What follows belongs to an exercise in optimizing a design on an open flow for small area; a production flow would make more cautious choices. In this exercise RTL edits were held to simulation tests only and were not proved equivalent to the original. No activity file was given, so power comes from the tool's default toggle rates.

==> flow/design.v <==
module flash_bus_controller (
	input 	i_clk,
	input 	i_rst,
	output 			o_busy,
	input 	[3:0] 		i_operation,
	input 	[1:0]		i_chip,
	input 	[14:0]		i_length,
	input 			i_start,
	input 	[159:0]		i_sb_addr,
	input 			i_startup_done,
        output  [13:0]          o_sample_count,  
        output	[3:0] 		o_chip_ready,
	output	[3:0] 		o_chip_exists,
        input [15:0] i_adc_sample_fifo_data,
        input        i_adc_sample_fifo_almost_empty,
        input        i_adc_sample_fifo_empty,
        output       o_adc_sample_fifo_re,
        input        i_adc_sample_fifo_valid,
	output [12:0] o_wr_buffer_addr,
	input  [15:0] i_wr_buffer_data,
	output [12:0] o_rd_buffer_addr,
	output [15:0] o_rd_buffer_data,
	output	      o_rd_buffer_we,
	input 	[7:0] 		  i_bus_data,
	output	[7:0]	 	  o_bus_data,
	output		 	  o_bus_data_tri_n,
	output			  o_bus_we_n,
	output			  o_bus_re_n,
	output [3:0]		  o_bus_ces_n,
	output			  o_bus_cle,
	output			  o_bus_ale
);
	localparam	CMD_READID		= 8'h90;
	localparam	CMD_RESET		= 8'hFF;
	localparam	CMD_BLOCKERASE0		= 8'h60;
	localparam	CMD_BLOCKERASE1		= 8'hD0;
	localparam	CMD_WRITEPAGE0		= 8'h80;
	localparam	CMD_WRITEPAGE1		= 8'h10;
	localparam	CMD_READ_MODE		= 8'h00;
	localparam	CMD_READPAGE0		= 8'h00;
	localparam	CMD_READPAGE1		= 8'h30;
	localparam 	CMD_READ_PARAMPAGE	= 8'hEC;
	localparam 	CMD_STATUS		= 8'h70;
	localparam 	CMD_SETFEATURES		= 8'hEF;
	localparam OP_READSTATUS 		= 0;
	localparam OP_JUSTREADSTATUS 		= 1;
	localparam OP_RESET 			= 2;
	localparam OP_SET_TIMING_MODE		= 3;
	localparam OP_STARTREAD 		= 4;
	localparam OP_COMPLETEREAD 		= 5;
	localparam OP_PROGRAM 			= 6;
	localparam OP_ERASE 			= 7;
	localparam OP_READID 			= 8;
	localparam OP_READPARAM 		= 9;
	localparam OP_CHECK_EXISTS      	= 10;
	localparam OP_READ_ADC_SAMPLES      	= 11;
	function [31:0] rinc;
		input [31:0] a;
		input        cin;
		integer i;
		reg c;
		begin
			c = cin;
			for (i = 0; i < 32; i = i + 1) begin
				rinc[i] = a[i] ^ c;
				c = c & a[i];
			end
		end
	endfunction
	function [31:0] rdec;
		input [31:0] a;
		input        bin;
		integer i;
		reg c;
		begin
			c = bin;
			for (i = 0; i < 32; i = i + 1) begin
				rdec[i] = a[i] ^ c;
				c = c & ~a[i];
			end
		end
	endfunction
	localparam DELAY_tWP 			= 2;
	localparam DELAY_tRP 			= 2;
        localparam DELAY_STATE_SEND_COMMAND 	= 6;
        localparam DELAY_STATE_SEND_ADDRESS 	= 6;
        localparam DELAY_STATE_READ_DATA 	= 6;
        localparam DELAY_STATE_WRITE_DATA 	= 6;
        localparam DELAY_STATE_WHR 		= 8;
        localparam DELAY_STATE_ADL 		= 9;
        localparam DELAY_STATE_RHW 		= 13;
        localparam DELAY_STATE_WB 		= 13;
	localparam DIR_OUT = 0;
	localparam DIR_IN  = 1;
        localparam STATE_RESET              = 0;
        localparam STATE_STARTUP_0          = 1;
        localparam STATE_STARTUP_1          = 2;
        localparam STATE_IDLE               = 3;
        localparam STATE_SEND_COMMAND_0     = 4;
        localparam STATE_SEND_ADDRESS       = 5;
        localparam STATE_SEND_COMMAND_1     = 6;
        localparam STATE_READ_STATUS        = 7;
        localparam STATE_DELAY_ADL          = 8;
        localparam STATE_DELAY_WHR          = 9;
        localparam STATE_DELAY_RHW          = 10;
        localparam STATE_DELAY_WB           = 11;
        localparam STATE_WRITE_DATA         = 12;
        localparam STATE_READ_DATA          = 13;
        localparam STATE_READ_ADC_SAMPLES_0 = 14;
        localparam STATE_READ_ADC_SAMPLES_1 = 15;
	reg [3:0] state_reg, state_next;
	reg [3:0] delay_reg;
	reg [3:0] chip_ready_reg, chip_ready_next;
	reg [3:0] chip_exists_reg, chip_exists_next;
	reg [3:0] op_reg, op_next;
	reg [1:0] chip_reg, chip_next;
	reg [7:0] bus_data_in_reg;
	reg	  bus_dir_reg, bus_dir_next;
	reg [7:0] bus_data_out_reg, bus_data_out_next;
	reg	  bus_we_n_reg, bus_we_n_next;
	reg	  bus_re_n_reg, bus_re_n_next;
	reg [3:0] bus_ces_n_reg, bus_ces_n_next;
	reg	  bus_cle_reg, bus_cle_next;
	reg	  bus_ale_reg, bus_ale_next;
        reg adc_sample_fifo_re_reg, adc_sample_fifo_re_next;
        reg [13:0] wr_buffer_addr_reg, wr_buffer_addr_next;
        reg [12:0] rd_buffer_addr_reg, rd_buffer_addr_next;
        reg [15:0] rd_buffer_data_reg, rd_buffer_data_next;
        reg        rd_buffer_we_reg, rd_buffer_we_next;
	reg [14:0] byte_count_reg, byte_count_next;
	reg [13:0] sample_count_reg, sample_count_next;
	reg [2:0]  addr_bytes_reg, addr_bytes_next;
        reg [1:0] chip_counter_reg, chip_counter_next;
        reg [1:0] startup_op_reg, startup_op_next;
        reg       reading_status_reg, reading_status_next;
        wire [3:0] chip_decode_n = ~(4'h1 << chip_reg);
	reg delay_done;
	always @* begin
		case (state_reg)
			STATE_SEND_COMMAND_0, STATE_SEND_COMMAND_1: delay_done = (delay_reg == DELAY_STATE_SEND_COMMAND-1);
			STATE_SEND_ADDRESS:                         delay_done = (delay_reg == DELAY_STATE_SEND_ADDRESS-1);
			STATE_READ_STATUS, STATE_READ_DATA:         delay_done = (delay_reg == DELAY_STATE_READ_DATA-1);
			STATE_DELAY_WHR:                            delay_done = (delay_reg == DELAY_STATE_WHR-1);
			STATE_DELAY_ADL:                            delay_done = (delay_reg == DELAY_STATE_ADL-1);
			STATE_DELAY_RHW:                            delay_done = (delay_reg == DELAY_STATE_RHW-1);
			STATE_DELAY_WB:                             delay_done = (delay_reg == DELAY_STATE_WB-1);
			STATE_WRITE_DATA:                           delay_done = (delay_reg == DELAY_STATE_WRITE_DATA-1);
			default:                                    delay_done = 1'b1;
		endcase
	end
	wire [3:0] addr_chip_sel = 4'h1 << chip_reg;
	reg  [4:0] addr_byte_sel;
	always @* begin
		case (addr_bytes_reg)
			3'd5:    addr_byte_sel = 5'b00001;
			3'd4:    addr_byte_sel = 5'b00010;
			3'd3:    addr_byte_sel = 5'b00100;
			3'd2:    addr_byte_sel = 5'b01000;
			default: addr_byte_sel = 5'b10000;
		endcase
	end
	reg  [7:0] addr_byte;
	integer ci, bi;
	always @* begin
		addr_byte = 8'd0;
		for (ci = 0; ci < 4; ci = ci + 1)
			for (bi = 0; bi < 5; bi = bi + 1)
				addr_byte = addr_byte | ({8{addr_chip_sel[ci] & addr_byte_sel[bi]}} & i_sb_addr[40*ci + 8*bi +: 8]);
	end
	always @(posedge i_clk) begin
		delay_reg <= (state_reg == STATE_RESET || state_reg == STATE_STARTUP_0 || state_reg == STATE_STARTUP_1 ||
		              state_reg == STATE_IDLE || state_reg == STATE_READ_ADC_SAMPLES_0 ||
		              state_reg == STATE_READ_ADC_SAMPLES_1 || delay_done) ? 4'd0 : delay_reg + 4'd1;
		chip_ready_reg <= chip_ready_next;
		op_reg <= op_next;
		chip_reg <= chip_next;
		byte_count_reg[14:1] <= byte_count_next[14:1];
		sample_count_reg <= sample_count_next;
		addr_bytes_reg <= addr_bytes_next;
		chip_counter_reg <= chip_counter_next;
		startup_op_reg <= startup_op_next;
		reading_status_reg <= reading_status_next;
	end
	always @(posedge i_clk or posedge i_rst) begin
		if (i_rst) begin
			state_reg <= STATE_RESET;
			chip_exists_reg <= 0;
			byte_count_reg[0] <= 1'b0;
			bus_data_in_reg <= 0;
			bus_dir_reg <= DIR_OUT;
			bus_data_out_reg <= 0;
			bus_we_n_reg <= 1;
			bus_re_n_reg <= 1;
			bus_ces_n_reg <= 0;
			bus_cle_reg <= 0;
			bus_ale_reg <= 0;
			adc_sample_fifo_re_reg <= 0;
			wr_buffer_addr_reg <= 0;
			rd_buffer_addr_reg <= 0;
			rd_buffer_data_reg <= 0;
			rd_buffer_we_reg <= 0;
		end else begin
			state_reg <= state_next;
			chip_exists_reg <= chip_exists_next;
			byte_count_reg[0] <= byte_count_next[0];
			bus_data_in_reg <= i_bus_data;
			bus_data_out_reg <= bus_data_out_next;
			bus_dir_reg <= bus_dir_next;
			bus_we_n_reg <= bus_we_n_next;
			bus_re_n_reg <= bus_re_n_next;
			bus_ces_n_reg <= bus_ces_n_next;
			bus_cle_reg <= bus_cle_next;
			bus_ale_reg <= bus_ale_next;
			adc_sample_fifo_re_reg <= adc_sample_fifo_re_next;
			wr_buffer_addr_reg <= wr_buffer_addr_next;
			rd_buffer_addr_reg <= rd_buffer_addr_next;
			rd_buffer_data_reg <= rd_buffer_data_next;
			rd_buffer_we_reg <= rd_buffer_we_next;
		end
	end
	assign o_busy = (state_reg != STATE_IDLE);
	wire [31:0] rdec32_rd = rdec({29'd0, rd_buffer_addr_reg[2:0]}, 1'b1);
	wire [31:0] rinc32_rd = rinc({22'd0, rd_buffer_addr_reg[12:3]}, 1'b1);
	wire [31:0] rdec32_wr = rdec({28'd0, wr_buffer_addr_reg[3:0]}, 1'b1);
	wire [31:0] rinc32_wr = rinc({22'd0, wr_buffer_addr_reg[13:4]}, 1'b1);
	wire [31:0] rdec32_bc = rdec({17'd0, byte_count_reg}, 1'b1);
	wire [31:0] rinc32_sl = rinc({28'd0, sample_count_reg[3:0]}, 1'b1);
	wire [31:0] rinc32_su = rinc({22'd0, sample_count_reg[13:4]}, (sample_count_reg[3:0] == 4'd0));
	wire [13:0] sample_count_inc = {rinc32_su[9:0], rinc32_sl[3:0]};
	always @* begin
		state_next = state_reg;
                chip_ready_next = chip_ready_reg;
                chip_exists_next = chip_exists_reg;
                op_next = op_reg;
		chip_next = chip_reg;
                byte_count_next = byte_count_reg;
                sample_count_next = sample_count_reg;
		addr_bytes_next = addr_bytes_reg;
                adc_sample_fifo_re_next = 1'b0;
                wr_buffer_addr_next = wr_buffer_addr_reg;
                rd_buffer_addr_next[2:0] = (rd_buffer_we_reg) ? rdec32_rd[2:0] : rd_buffer_addr_reg[2:0];
                rd_buffer_addr_next[12:3] = (rd_buffer_we_reg && (rd_buffer_addr_reg[2:0] == 3'd0)) ? rinc32_rd[9:0] : rd_buffer_addr_reg[12:3];
		rd_buffer_data_next[15:8] = (!byte_count_reg[0]) ? bus_data_in_reg : rd_buffer_data_reg[15:8];
		rd_buffer_data_next[7:0] = (byte_count_reg[0]) ? bus_data_in_reg : rd_buffer_data_reg[7:0];
		rd_buffer_we_next = 1'b0;
                chip_counter_next = chip_counter_reg;
                startup_op_next = startup_op_reg;
                reading_status_next = reading_status_reg;
		case (state_reg)
                        STATE_RESET: begin
                            if (i_startup_done) begin
                                chip_ready_next = 4'hF;
                                chip_exists_next = 0;
                                chip_counter_next = 0;
                                startup_op_next = 0;
                                state_next = STATE_STARTUP_0;
                            end
			end
                        STATE_STARTUP_0: begin
                            if (startup_op_reg == 2'd3) begin
                                state_next = STATE_IDLE;
                            end else if (chip_ready_reg[chip_counter_reg]) begin
                                reading_status_next = 0;
                                state_next = STATE_STARTUP_1;
                            end else begin
                                reading_status_next = 1;
                                chip_next = chip_counter_reg;
                                op_next = (reading_status_reg) ? OP_JUSTREADSTATUS : OP_READSTATUS;
                                state_next = (reading_status_reg) ? STATE_READ_STATUS : STATE_SEND_COMMAND_0;
                            end
                        end
                        STATE_STARTUP_1: begin
                            op_next = (startup_op_reg == 2'd0) ? OP_RESET           :
                                      (startup_op_reg == 2'd1) ? OP_SET_TIMING_MODE : OP_CHECK_EXISTS;
                            chip_next = chip_counter_reg;
                            chip_counter_next = chip_counter_reg + 1;
                            startup_op_next = (chip_counter_reg == 2'd3) ? startup_op_reg + 2'd1 : startup_op_reg;
                            state_next = STATE_SEND_COMMAND_0;
                        end
			STATE_IDLE: begin
                            op_next = i_operation;
                            chip_next = i_chip;
                            rd_buffer_addr_next = 13'd7;
                            wr_buffer_addr_next = 14'd15;
                            if (i_start) begin
                                byte_count_next = i_length;
                                state_next = (i_operation == OP_JUSTREADSTATUS)   ? STATE_READ_STATUS        :
                                             (i_operation == OP_READ_ADC_SAMPLES) ? STATE_READ_ADC_SAMPLES_0 : STATE_SEND_COMMAND_0;
                            end
			end
                        STATE_SEND_COMMAND_0: begin
                            addr_bytes_next = (op_reg == OP_SET_TIMING_MODE) ? 3'd1 :
                                              (op_reg == OP_READID)          ? 3'd1 :
                                              (op_reg == OP_CHECK_EXISTS)    ? 3'd1 :
                                              (op_reg == OP_ERASE)           ? 3'd3 :
                                              (op_reg == OP_READPARAM)       ? 3'd1 : 3'd5;
                            if (op_reg == OP_RESET)
                                chip_ready_next[chip_reg] = 1'b0;
                            if (delay_done) begin
                                state_next = (op_reg == OP_READSTATUS)   ? STATE_DELAY_WHR    :
                                             (op_reg == OP_RESET)        ? STATE_DELAY_WB     :
                                             (op_reg == OP_COMPLETEREAD) ? STATE_DELAY_WHR    : STATE_SEND_ADDRESS;
                            end
                        end
                        STATE_SEND_ADDRESS: begin
                            if (op_reg == OP_READPARAM)
                                chip_ready_next[chip_reg] = 1'b0;
                            if (delay_done) begin
				if (addr_bytes_reg == 3'd1) begin
                                    state_next = (op_reg == OP_PROGRAM)         ? STATE_DELAY_ADL :
                                                 (op_reg == OP_SET_TIMING_MODE) ? STATE_DELAY_ADL :
                                                 (op_reg == OP_READPARAM)       ? STATE_DELAY_WB  :
                                                 (op_reg == OP_READID)          ? STATE_DELAY_WHR :
                                                 (op_reg == OP_CHECK_EXISTS)    ? STATE_DELAY_WHR : STATE_SEND_COMMAND_1;
				end else begin
                                    addr_bytes_next = addr_bytes_reg - 3'd1;
				end
                            end
			end
                        STATE_SEND_COMMAND_1: begin
                            if ((op_reg == OP_ERASE) || (op_reg == OP_STARTREAD))
                                chip_ready_next[chip_reg] = 1'b0;
                            if (delay_done) begin
                               state_next = (op_reg == OP_ERASE)     ? STATE_DELAY_WB :
                                            (op_reg == OP_PROGRAM)   ? STATE_DELAY_WB :
                                            (op_reg == OP_STARTREAD) ? STATE_DELAY_WB : STATE_IDLE;
                            end
                        end
                        STATE_DELAY_WHR: begin
                            if ((op_reg == OP_READID) || (op_reg == OP_CHECK_EXISTS))
                                byte_count_next = 15'd6;
                            if (delay_done) begin
                                state_next = (op_reg == OP_READSTATUS)   ? STATE_READ_STATUS :
                                             (op_reg == OP_READID)       ? STATE_READ_DATA   :
                                             (op_reg == OP_CHECK_EXISTS) ? STATE_READ_DATA   :
                                             (op_reg == OP_COMPLETEREAD) ? STATE_READ_DATA   : STATE_IDLE;
                            end
                        end
			STATE_READ_STATUS: begin
                            if (delay_done) begin
                                chip_ready_next[chip_reg] = bus_data_in_reg[6];
                                state_next = STATE_DELAY_RHW;
                            end
			end
                        STATE_DELAY_ADL: begin
                            if (delay_done) begin
                                wr_buffer_addr_next[3:0] = rdec32_wr[3:0];
                                wr_buffer_addr_next[13:4] = (wr_buffer_addr_reg[3:0] == 4'd0) ? rinc32_wr[9:0] : wr_buffer_addr_reg[13:4];
                                state_next = STATE_WRITE_DATA;
                                if (op_reg == OP_SET_TIMING_MODE)
                                    byte_count_next = 15'd4;
                            end
                        end
                        STATE_DELAY_RHW, STATE_DELAY_WB: begin
                            if (delay_done)
                                state_next = (startup_op_reg != 2'd3) ? STATE_STARTUP_0 : STATE_IDLE;
                        end
                        STATE_WRITE_DATA: begin
                            chip_ready_next[chip_reg] = 1'b0;
                            if (delay_done) begin
                                wr_buffer_addr_next[3:0] = rdec32_wr[3:0];
                                wr_buffer_addr_next[13:4] = (wr_buffer_addr_reg[3:0] == 4'd0) ? rinc32_wr[9:0] : wr_buffer_addr_reg[13:4];
                                byte_count_next = rdec32_bc[14:0];
                                if (byte_count_reg == 15'd1) begin
                                    state_next = (op_reg == OP_PROGRAM)         ? STATE_SEND_COMMAND_1 :
                                                 (op_reg == OP_SET_TIMING_MODE) ? STATE_DELAY_WB       : STATE_IDLE;
                                end
                            end
                        end
			STATE_READ_DATA: begin
                            if (delay_done) begin
                                rd_buffer_we_next = (op_reg == OP_CHECK_EXISTS) ? 1'b0 : byte_count_reg[0];
                                if (((op_reg == OP_READID) || (op_reg == OP_CHECK_EXISTS)) && (byte_count_reg == 15'd5) && (bus_data_in_reg != 8'd0))
                                    chip_exists_next[chip_reg] = 1'b1;
                                byte_count_next = rdec32_bc[14:0];
                                if (byte_count_reg == 15'd1)
                                    state_next = STATE_DELAY_RHW;
                            end
                        end
			STATE_READ_ADC_SAMPLES_0: begin
                            if (i_adc_sample_fifo_empty) begin
                                sample_count_next = 0;
                                state_next = STATE_READ_ADC_SAMPLES_1;
                            end else if (adc_sample_fifo_re_reg && i_adc_sample_fifo_valid) begin
                                rd_buffer_data_next = i_adc_sample_fifo_data;
                                rd_buffer_we_next = 1'b1;
                                sample_count_next = sample_count_inc;
                                if (i_adc_sample_fifo_almost_empty)
                                    state_next = STATE_READ_ADC_SAMPLES_1;
                                else
                                    adc_sample_fifo_re_next = 1'b1;
                            end else begin
                                sample_count_next = 0;
                                adc_sample_fifo_re_next = 1'b1;
                            end
                        end
			STATE_READ_ADC_SAMPLES_1: begin
                            rd_buffer_data_next = 16'hFFFF;
                            rd_buffer_we_next = 1'b1;
                            sample_count_next = sample_count_inc;
                            state_next = STATE_IDLE;
                        end
			default: ;
		endcase
	end
        wire [7:0] wr_buffer_data_out_byte = (byte_count_reg[0]) ? i_wr_buffer_data[7:0] : i_wr_buffer_data[15:8];
        always @* begin
	    case (state_reg)
                STATE_RESET, STATE_STARTUP_0, STATE_STARTUP_1, STATE_IDLE, STATE_DELAY_WB, STATE_DELAY_RHW, STATE_READ_ADC_SAMPLES_0, STATE_READ_ADC_SAMPLES_1: begin
                    bus_dir_next = DIR_IN;
                    bus_data_out_next = 8'h0;
                    bus_we_n_next = 1;
                    bus_re_n_next = 1;
                    bus_ces_n_next = 4'hF;
                    bus_cle_next = 0;
                    bus_ale_next = 0;
                end
                STATE_SEND_COMMAND_0: begin
                    bus_dir_next = DIR_OUT;
                    bus_data_out_next = (op_reg == OP_READSTATUS)      ? CMD_STATUS         :
                                        (op_reg == OP_RESET)           ? CMD_RESET          :
                                        (op_reg == OP_READID)          ? CMD_READID         :
                                        (op_reg == OP_CHECK_EXISTS)    ? CMD_READID         :
                                        (op_reg == OP_READPARAM)       ? CMD_READ_PARAMPAGE :
                                        (op_reg == OP_PROGRAM)         ? CMD_WRITEPAGE0     :
                                        (op_reg == OP_STARTREAD)       ? CMD_READPAGE0      :
                                        (op_reg == OP_COMPLETEREAD)    ? CMD_READ_MODE      :
                                        (op_reg == OP_ERASE)           ? CMD_BLOCKERASE0    :
                                        (op_reg == OP_SET_TIMING_MODE) ? CMD_SETFEATURES    : 8'h00;
                    bus_we_n_next = (delay_reg < DELAY_tWP) ? 0 : 1;
                    bus_re_n_next = 1;
                    bus_ces_n_next = chip_decode_n;
                    bus_cle_next = 1;
                    bus_ale_next = 0;
                end
                STATE_SEND_COMMAND_1: begin
                    bus_dir_next = DIR_OUT;
                    bus_data_out_next = (op_reg == OP_STARTREAD)    ? CMD_READPAGE1   :
                                        (op_reg == OP_PROGRAM)      ? CMD_WRITEPAGE1  :
                                        (op_reg == OP_ERASE)        ? CMD_BLOCKERASE1 : 8'h00;
                    bus_we_n_next = (delay_reg < DELAY_tWP) ? 0 : 1;
                    bus_re_n_next = 1;
                    bus_ces_n_next = chip_decode_n;
                    bus_cle_next = 1;
                    bus_ale_next = 0;
                end
                STATE_SEND_ADDRESS: begin
                    bus_dir_next = DIR_OUT;
                    bus_data_out_next = (op_reg == OP_SET_TIMING_MODE) ? 8'h01 :
                                        ((op_reg == OP_READID) || (op_reg == OP_CHECK_EXISTS) || (op_reg == OP_READPARAM)) ? 8'h00 :
                                        addr_byte;
                    bus_we_n_next = (delay_reg < DELAY_tWP) ? 0 : 1;
                    bus_re_n_next = 1;
                    bus_ces_n_next = chip_decode_n;
                    bus_cle_next = 0;
                    bus_ale_next = 1;
                end
                STATE_READ_STATUS, STATE_READ_DATA: begin
                    bus_dir_next = DIR_IN;
                    bus_data_out_next = 8'h00;
                    bus_we_n_next = 1;
                    bus_re_n_next = (delay_reg < DELAY_tRP) ? 0 : 1;
                    bus_ces_n_next = chip_decode_n;
                    bus_cle_next = 0;
                    bus_ale_next = 0;
                end
                STATE_WRITE_DATA: begin
                    bus_dir_next = DIR_OUT;
                    bus_data_out_next = (op_reg == OP_SET_TIMING_MODE) ? ((byte_count_reg == 15'd4) ? 8'h04 : 8'h00) : wr_buffer_data_out_byte;
                    bus_we_n_next = (delay_reg < DELAY_tWP) ? 0 : 1;
                    bus_re_n_next = 1;
                    bus_ces_n_next = chip_decode_n;
                    bus_cle_next = 0;
                    bus_ale_next = 0;
                end
                default: begin
                    bus_dir_next = DIR_IN;
                    bus_data_out_next = 8'h0;
                    bus_we_n_next = 1;
                    bus_re_n_next = 1;
                    bus_ces_n_next = chip_decode_n;
                    bus_cle_next = 0;
                    bus_ale_next = 0;
                end
            endcase
        end
	assign o_sample_count = sample_count_reg;
        assign o_adc_sample_fifo_re = adc_sample_fifo_re_reg;
        assign o_bus_data 	= bus_data_out_reg;
	assign o_bus_data_tri_n = bus_dir_reg;
	assign o_bus_we_n 	= bus_we_n_reg;
	assign o_bus_re_n 	= bus_re_n_reg;
	assign o_bus_ces_n 	= bus_ces_n_reg;
	assign o_bus_cle 	= bus_cle_reg;
	assign o_bus_ale 	= bus_ale_reg;
        assign o_chip_ready = chip_ready_reg;
        assign o_chip_exists = chip_exists_reg;
        assign o_wr_buffer_addr = wr_buffer_addr_reg[13:1];
        assign o_rd_buffer_addr = rd_buffer_addr_reg;
        assign o_rd_buffer_data = rd_buffer_data_reg;
        assign o_rd_buffer_we = rd_buffer_we_reg;
endmodule
module flash_bus_sm (
	input 	i_clk,
	input 	i_rst,
        input i_recording_en,
        output o_top_bus_active,
        input i_disp_cmd_req,
        output o_disp_cmd_ack,
        input [71:0] i_disp_cmd_data,
        output o_disp_rsp_req,
        input i_disp_rsp_ack,
        input i_disp_rsp_listening,
        output [25:0] o_disp_rsp_data,
        output [3:0] o_disp_chip_active,
        output o_disp_wr_buffer_rsvd,
        output o_disp_rd_buffer_rsvd,
	output	[31:0]	o_cyclecount_sum,
	input	    	i_cyclecount_reset,
	input	[7:0]	i_cyclecount_start,
	input	[7:0]	i_cyclecount_end,
        output o_adc_master_record,
	input 			i_ctrl_busy,
	output reg [3:0]	o_ctrl_operation,
	output     [1:0]	o_ctrl_chip,
	output     [14:0]	o_ctrl_length,
	output reg		o_ctrl_start,
	output     [159:0]	o_sb_addr,
	output			o_startup_done,
	input      [13:0]	i_sample_count,
	input      [3:0]	i_ctrl_chip_ready
);
	localparam OP_READSTATUS 		= 0;
	localparam OP_JUSTREADSTATUS 		= 1;
	localparam OP_RESET 			= 2;
	localparam OP_SET_TIMING_MODE		= 3;
	localparam OP_STARTREAD 		= 4;
	localparam OP_COMPLETEREAD 		= 5;
	localparam OP_PROGRAM 			= 6;
	localparam OP_ERASE 			= 7;
	localparam OP_READID 			= 8;
	localparam OP_READPARAM 		= 9;
	localparam OP_READ_ADC_SAMPLES		= 11;
	function [31:0] rinc;
		input [31:0] a;
		input        cin;
		integer i;
		reg c;
		begin
			c = cin;
			for (i = 0; i < 32; i = i + 1) begin
				rinc[i] = a[i] ^ c;
				c = c & a[i];
			end
		end
	endfunction
	function [31:0] rdec;
		input [31:0] a;
		input        bin;
		integer i;
		reg c;
		begin
			c = bin;
			for (i = 0; i < 32; i = i + 1) begin
				rdec[i] = a[i] ^ c;
				c = c & ~a[i];
			end
		end
	endfunction
	localparam CS_READ_START_PENDING = 1;
	localparam CS_READ_DATA_PENDING  = 2;
	localparam CS_READ_DATA_DONE	 = 3;
	localparam CS_WRITE_DATA_PENDING = 4;
	localparam CS_WRITE_DATA_ONBUS   = 5;
	localparam CS_WRITE_DATA_DONE    = 6;
	localparam CS_ERASE_PENDING      = 7;
	localparam CS_ERASE_ONBUS        = 8;
	localparam CS_ERASE_DONE         = 9;
	localparam CS_READID_0           = 10;
	localparam CS_READID_1           = 11;
	localparam CS_READPARAM_0        = 12;
	localparam CS_READPARAM_1        = 13;
	localparam CS_READPARAM_2        = 14;
	localparam CS_SETTIMINGMODE_0    = 15;
	localparam CS_SETTIMINGMODE_1    = 16;
	localparam CS_RESET_0            = 17;
	localparam CS_RESET_1            = 18;
	localparam CS_GET_ADC_SAMPLES_0  = 19;
	localparam CS_GET_ADC_SAMPLES_1  = 20;
	localparam STATE_IDLE 		      = 0;
	localparam STATE_NEW_RQST_0	      = 1;
	localparam STATE_GET_NEXT_OP_0 	      = 2;
	localparam STATE_GET_NEXT_OP_1 	      = 3;
        localparam STATE_WAIT_FOR_CONTROLLER  = 5;
        localparam STATE_CHECK_FOR_CHIP_READY = 6;
	localparam STATE_DO_BUS_OP	      = 7;
	localparam STATE_NEW_RSLT_0	      = 8;
	localparam STATE_NEW_RSLT_1	      = 9;
	localparam STATE_SWITCH_CHIPS	      = 10;
	reg [3:0]  state_reg;
	reg [31:0] sys_cycle_count_reg;
	reg [31:0] op_cycle_count_reg;
	reg        recording_reg;
	reg        new_cmd_ack_reg;
	reg        new_rsp_req_reg;
	reg [17:0] new_rsp_data_reg;
	reg [3:0]  chip_active_reg;
	reg        wr_buffer_rsvd_reg;
	reg        rd_buffer_rsvd_reg;
	reg [1:0]  curr_chip_reg;
	reg [1:0]  new_chip_reg;
	reg        new_rd_reg, new_wr_reg;
	reg [39:0] sb_addr  [0:3];
	reg [7:0]  sb_tag   [0:3];
	reg [9:0]  sb_len   [0:3];
	reg [4:0]  sb_state [0:3];
	reg [3:0]  sb_srs;
	reg [31:0] sb_cc    [0:3];
	reg [3:0]  sb_cc_valid;		 
	reg [31:0] cc_pend;		 
	reg [1:0]  cc_pend_chip;
	reg [2:0]  cc_age;		 
	reg [1:0]  rd_a0, rd_a1, rd_a2;	 
	wire [1:0] c = curr_chip_reg;
	wire [7:0] rd_tag   = sb_tag[c];
	wire [9:0] rd_len   = sb_len[c];
	wire [4:0] rd_state = sb_state[c];
	wire       rd_srs   = sb_srs[c];
	wire        nq_state  = (state_reg == STATE_NEW_RQST_0);
	reg  [1:0]  cc_addr;		 
	wire [31:0] cc_rd     = sb_cc_valid[cc_addr] ? sb_cc[cc_addr] : 32'd0;
	wire [2:0] new_op   = i_disp_cmd_data[48:46];
	wire [1:0] new_chip = i_disp_cmd_data[41:40];
	reg  [4:0] new_state;
	always @* begin
		case (new_op)
			3'd0: new_state = CS_WRITE_DATA_PENDING;
			3'd1: new_state = CS_READ_START_PENDING;
			3'd2: new_state = CS_ERASE_PENDING;
			3'd3: new_state = CS_READID_0;
			3'd4: new_state = CS_READPARAM_0;
			3'd5: new_state = CS_RESET_0;
			3'd6: new_state = CS_SETTIMINGMODE_0;
			default: new_state = CS_GET_ADC_SAMPLES_0;
		endcase
	end
	wire st_adc   = (rd_state == CS_GET_ADC_SAMPLES_0) || (rd_state == CS_GET_ADC_SAMPLES_1);
	wire st_prog  = (rd_state == CS_WRITE_DATA_PENDING) || (rd_state == CS_WRITE_DATA_ONBUS) || (rd_state == CS_WRITE_DATA_DONE);
	wire st_rdbuf = (rd_state == CS_READ_START_PENDING) || (rd_state == CS_READ_DATA_PENDING) || (rd_state == CS_READ_DATA_DONE) ||
	                (rd_state == CS_READID_0) || (rd_state == CS_READID_1) ||
	                (rd_state == CS_READPARAM_0) || (rd_state == CS_READPARAM_1) || (rd_state == CS_READPARAM_2) || st_adc;
	reg st_send, st_onbus, st_done;
	reg [3:0] st_op;
	always @* begin
		st_send = 1'b0; st_onbus = 1'b0; st_done = 1'b0; st_op = 4'd0;
		case (rd_state)
			CS_READ_START_PENDING: begin st_send = 1'b1; st_op = OP_STARTREAD; end
			CS_READ_DATA_PENDING:  begin st_send = 1'b1; st_op = OP_COMPLETEREAD; end
			CS_WRITE_DATA_PENDING: begin st_send = 1'b1; st_op = OP_PROGRAM; end
			CS_ERASE_PENDING:      begin st_send = 1'b1; st_op = OP_ERASE; end
			CS_READID_0:           begin st_send = 1'b1; st_op = OP_READID; end
			CS_READPARAM_0:        begin st_send = 1'b1; st_op = OP_READPARAM; end
			CS_READPARAM_1:        begin st_send = 1'b1; st_op = OP_COMPLETEREAD; end
			CS_SETTIMINGMODE_0:    begin st_send = 1'b1; st_op = OP_SET_TIMING_MODE; end
			CS_RESET_0:            begin st_send = 1'b1; st_op = OP_RESET; end
			CS_GET_ADC_SAMPLES_0:  begin st_send = 1'b1; st_op = OP_READ_ADC_SAMPLES; end
			CS_WRITE_DATA_ONBUS, CS_ERASE_ONBUS: st_onbus = 1'b1;
			CS_READ_DATA_DONE, CS_WRITE_DATA_DONE, CS_ERASE_DONE, CS_READID_1, CS_READPARAM_2,
			CS_SETTIMINGMODE_1, CS_RESET_1, CS_GET_ADC_SAMPLES_1: st_done = 1'b1;
			default: ;
		endcase
	end
	wire in_idle  = (state_reg == STATE_IDLE);
	wire in_nq    = (state_reg == STATE_NEW_RQST_0);
	wire in_do    = (state_reg == STATE_DO_BUS_OP);
	wire in_check = (state_reg == STATE_CHECK_FOR_CHIP_READY);
	wire chip_rdy = i_ctrl_chip_ready[c];
	wire cs_match = (i_cyclecount_start[4:0] != 5'd0) && (i_cyclecount_start[4:0] == rd_state);
	wire ce_match = (i_cyclecount_end[4:0] != 5'd0) && (i_cyclecount_end[4:0] == rd_state);
	wire we_new   = in_idle && i_disp_cmd_req;
	wire we_state = in_do && (st_send || st_onbus);
	wire we_srs   = in_check && !chip_rdy;
	wire we_cc_do = we_state && cs_match;
	wire cc_load   = in_nq | we_cc_do;	 
	wire cc_commit = cc_age[2] | (cc_age[1] & cc_load);
	integer k;
	always @(posedge i_clk) begin
		for (k = 0; k < 4; k = k + 1) begin
			if (we_new && new_chip == k) begin
				sb_addr[k] <= i_disp_cmd_data[39:0];
				sb_tag[k]  <= i_disp_cmd_data[71:64];
				sb_len[k]  <= i_disp_cmd_data[63:54];
			end
			if (we_new && new_chip == k)
				sb_state[k] <= new_state;
			else if (we_state && c == k)
				sb_state[k] <= rd_state + 5'd1;
			if (we_new && new_chip == k)
				sb_srs[k] <= 1'b0;
			else if (we_srs && c == k)
				sb_srs[k] <= 1'b1;
			if (cc_commit && cc_pend_chip == k)
				sb_cc[k] <= cc_pend;
		end
		if (cc_load) begin
			cc_pend <= in_nq ? cc_rd : sys_cycle_count_reg;
			cc_pend_chip <= in_nq ? new_chip_reg : c;
		end
		if (in_idle) begin
			new_chip_reg <= new_chip;
			new_rd_reg <= (new_op == 3'd1) || (new_op == 3'd3) || (new_op == 3'd4) || (new_op == 3'd7);
			new_wr_reg <= (new_op == 3'd0);
		end
		cc_addr <= we_new ? rd_a1 : c;
		rd_a0 <= in_nq ? new_chip_reg : c;
		rd_a1 <= rd_a0;
		rd_a2 <= rd_a1;
	end
	always @(posedge i_clk or posedge i_rst) begin
		if (i_rst) begin
			sb_cc_valid <= 4'd0;
			cc_age <= 3'd0;
		end else begin
			cc_age <= {cc_age[1] & ~cc_load, cc_age[0] & ~cc_load, cc_load};
			for (k = 0; k < 4; k = k + 1)
				if (cc_commit && cc_pend_chip == k)
					sb_cc_valid[k] <= 1'b1;
		end
	end
	wire [9:0]  adc_units = i_sample_count[13:4];	 
	always @(posedge i_clk or posedge i_rst) begin
		if (i_rst) begin
			state_reg <= STATE_IDLE;
			sys_cycle_count_reg <= 0;
			op_cycle_count_reg <= 0;
			recording_reg <= 0;
			new_cmd_ack_reg <= 0;
			new_rsp_req_reg <= 0;
			new_rsp_data_reg <= 0;
			chip_active_reg <= 0;
			wr_buffer_rsvd_reg <= 0;
			rd_buffer_rsvd_reg <= 0;
			curr_chip_reg <= 0;
		end else begin
			sys_cycle_count_reg <= rinc(sys_cycle_count_reg, 1'b1);
			new_cmd_ack_reg <= 1'b0;
			if (!i_recording_en)
				recording_reg <= 1'b0;
			if (i_cyclecount_reset)
				op_cycle_count_reg <= 0;
			case (state_reg)
				STATE_IDLE: begin
					if (i_disp_cmd_req) begin
						new_cmd_ack_reg <= 1'b1;
						state_reg <= STATE_NEW_RQST_0;
					end else if (chip_active_reg[c]) begin
						state_reg <= STATE_GET_NEXT_OP_0;
					end else begin
						curr_chip_reg <= c + 2'd1;
					end
				end
				STATE_NEW_RQST_0: begin
					chip_active_reg[new_chip_reg] <= 1'b1;
					if (new_rd_reg) rd_buffer_rsvd_reg <= 1'b1;
					if (new_wr_reg) wr_buffer_rsvd_reg <= 1'b1;
					state_reg <= STATE_IDLE;
				end
				STATE_GET_NEXT_OP_0: state_reg <= STATE_GET_NEXT_OP_1;
				STATE_GET_NEXT_OP_1: state_reg <= STATE_WAIT_FOR_CONTROLLER;
				STATE_WAIT_FOR_CONTROLLER: begin
					if (!i_ctrl_busy)
						state_reg <= st_adc ? STATE_DO_BUS_OP : STATE_CHECK_FOR_CHIP_READY;
				end
				STATE_CHECK_FOR_CHIP_READY: begin
					state_reg <= chip_rdy ? STATE_DO_BUS_OP : STATE_SWITCH_CHIPS;
				end
				STATE_DO_BUS_OP: begin
					if (i_cyclecount_start[4:0] == 5'd0)
						recording_reg <= 1'b0;
					else if (cs_match && i_recording_en)
						recording_reg <= 1'b1;
					if (i_cyclecount_end[4:0] == 5'd0)
						recording_reg <= 1'b0;
					else if (ce_match) begin
						op_cycle_count_reg <= op_cycle_count_reg + (sys_cycle_count_reg - cc_rd);
						recording_reg <= 1'b0;
					end
					if (st_send || st_onbus)
						state_reg <= STATE_SWITCH_CHIPS;
					else if (st_done)
						state_reg <= STATE_NEW_RSLT_0;
				end
				STATE_SWITCH_CHIPS: begin
					curr_chip_reg <= c + 2'd1;
					state_reg <= STATE_IDLE;
				end
				STATE_NEW_RSLT_0: begin
					new_rsp_req_reg <= 1'b1;
					if (st_adc)
						new_rsp_data_reg <= {rd_tag, adc_units};
					else
						new_rsp_data_reg <= {rd_tag, rd_len};
					state_reg <= STATE_NEW_RSLT_1;
				end
				STATE_NEW_RSLT_1: begin
					if (i_disp_rsp_ack) begin
						chip_active_reg[c] <= 1'b0;
						if (st_rdbuf) rd_buffer_rsvd_reg <= 1'b0;
						if (st_prog) wr_buffer_rsvd_reg <= 1'b0;
						new_rsp_req_reg <= 1'b0;
						state_reg <= STATE_SWITCH_CHIPS;
					end
				end
				default: ;
			endcase
		end
	end
	always @* begin
		o_ctrl_operation = 4'd0;
		o_ctrl_start = 1'b0;
		if (in_check && !chip_rdy) begin
			o_ctrl_operation = rd_srs ? OP_JUSTREADSTATUS : OP_READSTATUS;
			o_ctrl_start = 1'b1;
		end else if (in_do && st_send) begin
			o_ctrl_operation = st_op;
			o_ctrl_start = 1'b1;
		end
	end
	assign o_ctrl_chip = c;
	assign o_ctrl_length = {rd_len, 5'd0};
	assign o_sb_addr = {sb_addr[3], sb_addr[2], sb_addr[1], sb_addr[0]};
	assign o_startup_done = (sys_cycle_count_reg == 32'd124999);
	assign o_cyclecount_sum = op_cycle_count_reg;
        assign o_disp_cmd_ack = new_cmd_ack_reg;
        assign o_disp_rsp_req = new_rsp_req_reg;
        assign o_disp_rsp_data = i_disp_rsp_listening ? {new_rsp_data_reg, 8'd0} : 26'd0;
        assign o_disp_chip_active = chip_active_reg;
        assign o_disp_wr_buffer_rsvd = wr_buffer_rsvd_reg;
        assign o_disp_rd_buffer_rsvd = rd_buffer_rsvd_reg;
        assign o_top_bus_active = |chip_active_reg;
        assign o_adc_master_record = recording_reg;
endmodule
module flash_bus #(
	parameter NUM_OF_CHIPS 			= 4,
	parameter CMD_FIFO_DATA_WIDTH 	= 72,
	parameter WR_FIFO_DATA_WIDTH 	= 128,
	parameter RD_FIFO_DATA_WIDTH 	= 136,
	parameter RSLT_FIFO_DATA_WIDTH 	= 26,
	parameter PERIOD 				= 8,
	parameter PAGE_SIZE_WIDTH		= 15
 )
 (
	input 	i_clk,
	input 	i_rst,
        output o_top_bus_active,
        input i_recording_en,
        input i_disp_cmd_req,
        output o_disp_cmd_ack,
        input [CMD_FIFO_DATA_WIDTH-1:0] i_disp_cmd_data,
        output o_disp_rsp_req,
        input i_disp_rsp_ack,
        input i_disp_rsp_listening,
        output [RSLT_FIFO_DATA_WIDTH-1:0] o_disp_rsp_data,
        output [NUM_OF_CHIPS-1:0] o_disp_chip_active,
        output o_disp_wr_buffer_rsvd,
        output o_disp_rd_buffer_rsvd,
        input [15:0] i_adc_sample_fifo_data,
        input        i_adc_sample_fifo_almost_empty,
        input        i_adc_sample_fifo_empty,
        output       o_adc_sample_fifo_re,
        input        i_adc_sample_fifo_valid,
        output [12:0] o_wr_buffer_addr,
        input  [15:0] i_wr_buffer_data,
        output [12:0] o_rd_buffer_addr,
        output [15:0] o_rd_buffer_data,
        output        o_rd_buffer_we,
	output	[0:31]						o_cyclecount_sum,
	input								i_cyclecount_reset,
	input	[0:7]						i_cyclecount_start,
	input	[0:7]						i_cyclecount_end,
        output o_adc_master_record,
	input 	[7:0] 						i_bus_data,
	output 	[7:0]	 					o_bus_data,
	output		 						o_bus_data_tri_n,
	output 								o_bus_we_n,
	output 								o_bus_re_n,
	output [NUM_OF_CHIPS-1:0] 					o_bus_ces_n,
	output 								o_bus_cle,
	output 								o_bus_ale,
        output [NUM_OF_CHIPS-1:0] o_chip_exists
 );
	wire		ctrl_busy;
	wire [3:0]	ctrl_operation;
	wire [1:0]	ctrl_chip;
	wire [14:0]	ctrl_length;
	wire		ctrl_start;
	wire [13:0]	ctrl_sample_count;
	wire [159:0]	sb_addr;
	wire		startup_done;
	wire [3:0]	chip_ready;
	flash_bus_sm busSM (
		.i_clk(i_clk),
		.i_rst(i_rst),
                .o_top_bus_active(o_top_bus_active),
                .i_recording_en(i_recording_en),
                .i_disp_cmd_req(i_disp_cmd_req),
                .o_disp_cmd_ack(o_disp_cmd_ack),
                .i_disp_cmd_data(i_disp_cmd_data),
                .o_disp_rsp_req(o_disp_rsp_req),
                .i_disp_rsp_ack(i_disp_rsp_ack),
                .i_disp_rsp_listening(i_disp_rsp_listening),
                .o_disp_rsp_data(o_disp_rsp_data),
                .o_disp_chip_active(o_disp_chip_active),
                .o_disp_wr_buffer_rsvd(o_disp_wr_buffer_rsvd),
                .o_disp_rd_buffer_rsvd(o_disp_rd_buffer_rsvd),
		.o_cyclecount_sum(o_cyclecount_sum),
		.i_cyclecount_reset(i_cyclecount_reset),
		.i_cyclecount_start(i_cyclecount_start),
		.i_cyclecount_end(i_cyclecount_end),
                .o_adc_master_record(o_adc_master_record),
		.i_ctrl_busy(ctrl_busy),
		.o_ctrl_operation(ctrl_operation),
		.o_ctrl_chip(ctrl_chip),
		.o_ctrl_length(ctrl_length),
		.o_ctrl_start(ctrl_start),
		.o_sb_addr(sb_addr),
		.o_startup_done(startup_done),
                .i_sample_count(ctrl_sample_count),
		.i_ctrl_chip_ready(chip_ready)
	);
	flash_bus_controller busController (
		.i_clk(i_clk),
		.i_rst(i_rst),
		.o_busy(ctrl_busy),
		.i_operation(ctrl_operation),
		.i_chip(ctrl_chip),
		.i_length(ctrl_length),
		.i_start(ctrl_start),
		.i_sb_addr(sb_addr),
		.i_startup_done(startup_done),
		.o_sample_count(ctrl_sample_count),
		.o_chip_ready(chip_ready),
		.o_chip_exists(o_chip_exists),
                .i_adc_sample_fifo_data(i_adc_sample_fifo_data),
                .i_adc_sample_fifo_almost_empty(i_adc_sample_fifo_almost_empty),
                .i_adc_sample_fifo_empty(i_adc_sample_fifo_empty),
                .o_adc_sample_fifo_re(o_adc_sample_fifo_re),
                .i_adc_sample_fifo_valid(i_adc_sample_fifo_valid),
		.o_wr_buffer_addr(o_wr_buffer_addr),
		.i_wr_buffer_data(i_wr_buffer_data),
		.o_rd_buffer_addr(o_rd_buffer_addr),
		.o_rd_buffer_data(o_rd_buffer_data),
		.o_rd_buffer_we(o_rd_buffer_we),
		.i_bus_data(i_bus_data),
		.o_bus_data(o_bus_data),
		.o_bus_data_tri_n(o_bus_data_tri_n),
		.o_bus_we_n(o_bus_we_n),
		.o_bus_re_n(o_bus_re_n),
		.o_bus_ces_n(o_bus_ces_n),
		.o_bus_cle(o_bus_cle),
		.o_bus_ale(o_bus_ale)
	);
endmodule
==> flow/flow/abc_area.script <==
strash
&get -n
&deepsyn -J 30 -T 300
&dch -f
&nf -p
&put
==> flow/standard.sh <==
#!/bin/bash
# synth_recipe.tcl (not shown) runs the flow's synth.tcl, then flattens the netlist and writes it again
# the make line also repeats each setting of config.mk as NAME=value (left out here)
make -C /OpenROAD-flow-scripts/flow DESIGN_CONFIG=/design/flow/config.mk WORK_HOME=/design/flow/orfs CLKGATE_MAP_FILE= SYNTH_SCRIPT=/design/flow/synth_recipe.tcl "${@:-finish}"
==> flow/config.mk <==
export PLATFORM = sky130hd
export DESIGN_NAME = flash_bus
export DESIGN_NICKNAME = flash_bus
export VERILOG_FILES = /design/flow/design.v
export SDC_FILE = /design/flow/constraint.sdc
export NUM_CORES = 4
export LEC_CHECK = 0
export CAP_MARGIN = 20
export CORE_MARGIN = 2
export CORE_UTILIZATION = 75
export PLACE_DENSITY = 0.85
export SETUP_SLACK_MARGIN = 0.2
export SLEW_MARGIN = 20
==> flow/flow/run.sh <==
#!/bin/bash
# Layout flow: the standard flow (standard synthesis netlist structure and
# registers, floorplan, power grid, placement, CTS, routing) with changes that
# only affect how the combinational logic is mapped and buffered:
#  - ABC maps the combinational logic with an area-oriented script
#    (flow/abc_area.script) instead of ORFS's delay-oriented one; the
#    registers Yosys creates are the same;
#  - the input and output ports get sky130_fd_sc_hd__buf_1 port buffers
#    instead of the default clkdlybuf4s50_1;
#  - clock tree synthesis uses smaller clock buffers and no dummy loads.
# The full make output goes to flow_make.log in the work folder; each ORFS step
# also keeps its own log under orfs/logs/.
set -euo pipefail
WORK=$(pwd)
SCRIPTS="$WORK/orfs_scripts"
rm -rf "$SCRIPTS"
cp -r "$FLOW_HOME/scripts" "$SCRIPTS"
if [[ -f flow/abc_area.script ]]; then
  cp flow/abc_area.script "$SCRIPTS/abc_speed.script"
fi
bash standard.sh \
  "SCRIPTS_DIR=$SCRIPTS" \
  "BUFFER_PORTS_ARGS=-buffer_cell sky130_fd_sc_hd__buf_1" \
  "CTS_ARGS=-sink_clustering_enable -repair_clock_nets -dont_use_dummy_load -sink_clustering_size 16 -sink_clustering_max_diameter 60 -buf_list sky130_fd_sc_hd__clkbuf_8" \
  finish > flow_make.log 2>&1
==> flow/constraint.sdc <==
create_clock -name core_clock -period 8.0 [get_ports {i_clk}]
set_input_delay 1.6000 -clock core_clock [delete_from_list [all_inputs] [get_ports {i_clk}]]
set_output_delay 1.6000 -clock core_clock [all_outputs]
set_load 0.01 [all_outputs]
==> results.sh <==
export IMPL_utilization_pct=82.9
export IMPL_skew_ns=0.0504
export IMPL_final_cell_mix="edfxtp_1, buf_1, nand2_1, clkinv_1, dfrtp_1"
export IMPL_critPathMaxFanout=5
export IMPL_slowest_stage="fa_1"
export IMPL_routedWlPerCell_um=22.9
export IMPL_track_usage_pct=35.9
export IMPL_seq_area_frac_synth_pct=65.3
export IMPL_htreeDepth=2
export IMPL_path_common_cell="o21ai_0"
export IMPL_critical_path_required_ns=8.56
export IMPL_grt_pass1_wl_um=108000
export IMPL_reg_top3="busSM.sb_addr x160, busSM.sb_cc x128, busSM.sb_len x40"
export IMPL_synth_edf_count=464
export IMPL_mostFrequentLayoutCell="edfxtp_1"
export IMPL_place_gp_congestion=0.928
export IMPL_drt_iter0_markers=2283
export IMPL_topRoutingLayerUsed="met5"
export IMPL_slowest_delay_ns=0.57
export IMPL_via_count=20068
export IMPL_layout_worst_path_cycle_share_pct=93.3
export IMPL_wl_met2_um=35200
export IMPL_grt_start_max_net_pins=122
export IMPL_rsz0062_at_grt="false"
export IMPL_final_nets=2854
export IMPL_finalHoldViolCount=0
export IMPL_leakagePower_nw=11.7
export IMPL_finalNonFillerCells=3057
export IMPL_wirelength_met1_um=25200
export IMPL_dpl_hpwl_um=47200
export IMPL_grt_pass1_vias=20308
export IMPL_cts_root_buf="clkbuf_8"
export IMPL_dieArea_um2=39900
export IMPL_syn_avg_cell_area_um2=12.9
export IMPL_insertion_delay_ns=0.67
export IMPL_die_h_um=200
export IMPL_drv_slew=0
export IMPL_clk_pin_slew_ns=0.10
export IMPL_num_antenna_cells=0
export IMPL_slew_headroom_pct=29.3
export IMPL_async_flop_share_pct=27.7
export IMPL_finalPower_mw=9.56
export IMPL_layout_drive_gt1_share_pct=4.83
export IMPL_dp_cells=3002
export IMPL_grt_ovfl_total=0
export IMPL_clockBufferDepth=3
export IMPL_largest_reg_flops=160
export IMPL_outcome="finished clean"
export IMPL_peakVddDrop_mv=0.233
export IMPL_ios=271
export IMPL_worstPathArrival_ns=8.02
export IMPL_largest_register="busSM.sb_addr"
export IMPL_yosysUniqueCellTypes=55
export IMPL_maxCapViolations=0
export IMPL_die_x_um=200
export IMPL_setup_viol_count_final=0
export IMPL_cts_num_sinks=661
export IMPL_p_per_area_nw_per_um2=305
export IMPL_cts_tree="yes"
export IMPL_syn_to_final_growth_pct=8.81
export IMPL_core_um2=37800
export IMPL_antenna_found_initial=1
export IMPL_startpoint_type="flip-flop"
export IMPL_critPathKind="flip-flop to flip-flop"
export IMPL_wl_met3_um=6810
export IMPL_vias_per_cell=6.56
export IMPL_drc=0
export IMPL_max_freq_mhz=134
export IMPL_numCtsBuffers=48
export IMPL_fillCellCount=2071
export IMPL_period_needed_ns=7.46
export IMPL_synth_cells=2222
export IMPL_ys_warn_count=7
export IMPL_hp_class="flip-flop to flip-flop"
export IMPL_tightest_slew_ns=1.05
export IMPL_syn_area_um2=28800
export IMPL_core_rowCount=71
export IMPL_crit_path_end_kind="flip-flop"
export IMPL_first_pass_iters=8
export IMPL_portBuffers=247
export IMPL_synth_seq_cells=661
export IMPL_drt_antenna_violating_nets=0
export IMPL_reg2reg_slack_ns=0.54
export IMPL_synth_ff_type="edfxtp_1"
export IMPL_initial_utilization_pct=76.2
export IMPL_postRouteWirelength_um=70100
==> cell usage after synthesis, types with 19 or more instances <==
library cell / instances / area, µm²
nor3_1: 30 / 150
a22o_1: 27 / 236
o22ai_1: 50 / 313
a222oi_1: 87 / 871
a21oi_1: 95 / 475
clkinv_1: 200 / 751
and2_0: 56 / 350
dfrtp_1: 181 / 4530
o21ai_0: 113 / 566
nand2_1: 236 / 886
xnor2_1: 19 / 166
nand3_1: 32 / 160
fa_1: 31 / 621
nor2_1: 164 / 616
buf_4: 21 / 158
and3_1: 23 / 144
ha_1: 137 / 1710
o31ai_1: 26 / 195
edfxtp_1: 464 / 13900
nor2b_1: 27 / 169
==> logic make-up (layout without fill, tap and decap cells) <==
group / Yosys count / count (layout) / share of synthesized area (%)
adders and majority gates: 168 / 168 / 8.12
other: 1 / 8 / 0.0130
AOI/OAI and AO/OA: 500 / 500 / 12.0
buffers and inverters: 221 / 538 / 3.16
and+or+nand+nor: 633 / 633 / 10.1
DFF: 661 / 661 / 65.3
muxes: 13 / 13 / 0.570
xor gates and xnor gates: 25 / 25 / 0.761
==> metrics by stage <==
step	worst slack (ns)	setup TNS (ns)	instance area, µm²	hold WS (ns)
2_1_floorplan	0.393	0	28800	0.310
3_3_place_gp	0.405	0	30500	0.312
3_5_place_dp	-0.0642	-0.0642	30500	0.320
4_1_cts	0.162	0	31200	0.341
5_1_grt	0.115	0	31300	0.348
6_report	0.539	0	31300	0.335
==> area by class of cell <==
| type | instances | area [µm²] | share of cell area (%) |
|---|---|---|---|
| well taps | 511 | 639 | 2.04 |
| repair buffers | 290 | 1250 | 3.99 |
| clock buffers | 48 | 661 | 2.11 |
| flip-flops and latches | 661 | 18800 | 60.1 |
| multi-input cells | 1347 | 9190 | 29.4 |
| inverters | 200 | 762 | 2.43 |
==> path summary, 6_finish.rpt <==
check                      depth (start not counted)                                   to                  from
setup / recovery                                  38         busSM.op_cycle_count_reg[31]  busSM.sb_cc_valid[3]
min in group asynchronous                          2  busController.rd_buffer_addr_reg[8]                 i_rst
hold / removal                                     0                       busSM.rd_a1[1]        busSM.rd_a0[1]
setup reg to reg                                  38         busSM.op_cycle_count_reg[31]  busSM.sb_cc_valid[3]
hold reg to reg                                    0                       busSM.rd_a1[1]        busSM.rd_a0[1]
max in group asynchronous                          3           busSM.new_rsp_data_reg[14]                 i_rst
==> where the power goes <==
group / switching (mW) / internal, mW
Combinational: 2.24 / 1.21
Clock: 0.998 / 0.539
Sequential: 0.340 / 4.24
Total: 3.57 / 5.98
==> worst max-delay path: cells and delay by family, from the launching register on <==
family / cells / cell delay, ns
AO/OA/AOI/OAI: 32 / 5.44
adder cells (fa/ha/maj): 2 / 0.86
buffers and inverters: 1 / 0.08
flip-flops: 1 / 0.39
AND/OR/NAND/NOR: 3 / 0.61
==> metal layers <==
metal | global-route usage (%) | vias up
li1 | - | 8916
met1 | 46.5 | 9692
met2 | 60.1 | 1221
met3 | 7.22 | 237
met4 | 14.7 | 2
met5 | 0 | -
==> repair_timing <==
item / 4_1_cts / 5_1_grt
resized for setup: 7 / 28
pin swaps: 4 / 13
setup endpoints to repair: 3 / 5
hold buffers: 0 / 0
setup buffers: 1 / 6

-- static timing again, ports no longer ideal --
How much do the figures lean on ideal ports? The routed layout below was timed once more, with nothing changed but the port constraints.
Step 1 assumes that a clkbuf_16 drives the clock port and a buf_2 every other input.
Step 2 moves the port delays by t, midway between the first and last clock arrival at a register: inputs arrive t later, outputs are due t later. That takes back most of the time a late clock gives input paths.
Slacks: ideal / step 1 / step 2; pairs: ideal / step 1.
shift t [ns]: 0.695
slack for setup (ns): 0.539 / 0.539 / 0.539
hold slack, ns: 0.335 / 0.335 / 0.335
worst setup path after step 2: register to register
worst register clock-pin slew, ns: 0.10 / 0.10
After both steps setup and hold are still met in this run. The setup slack of this run moves by 0.000 ns with the drivers and by 0.000 ns with both steps.
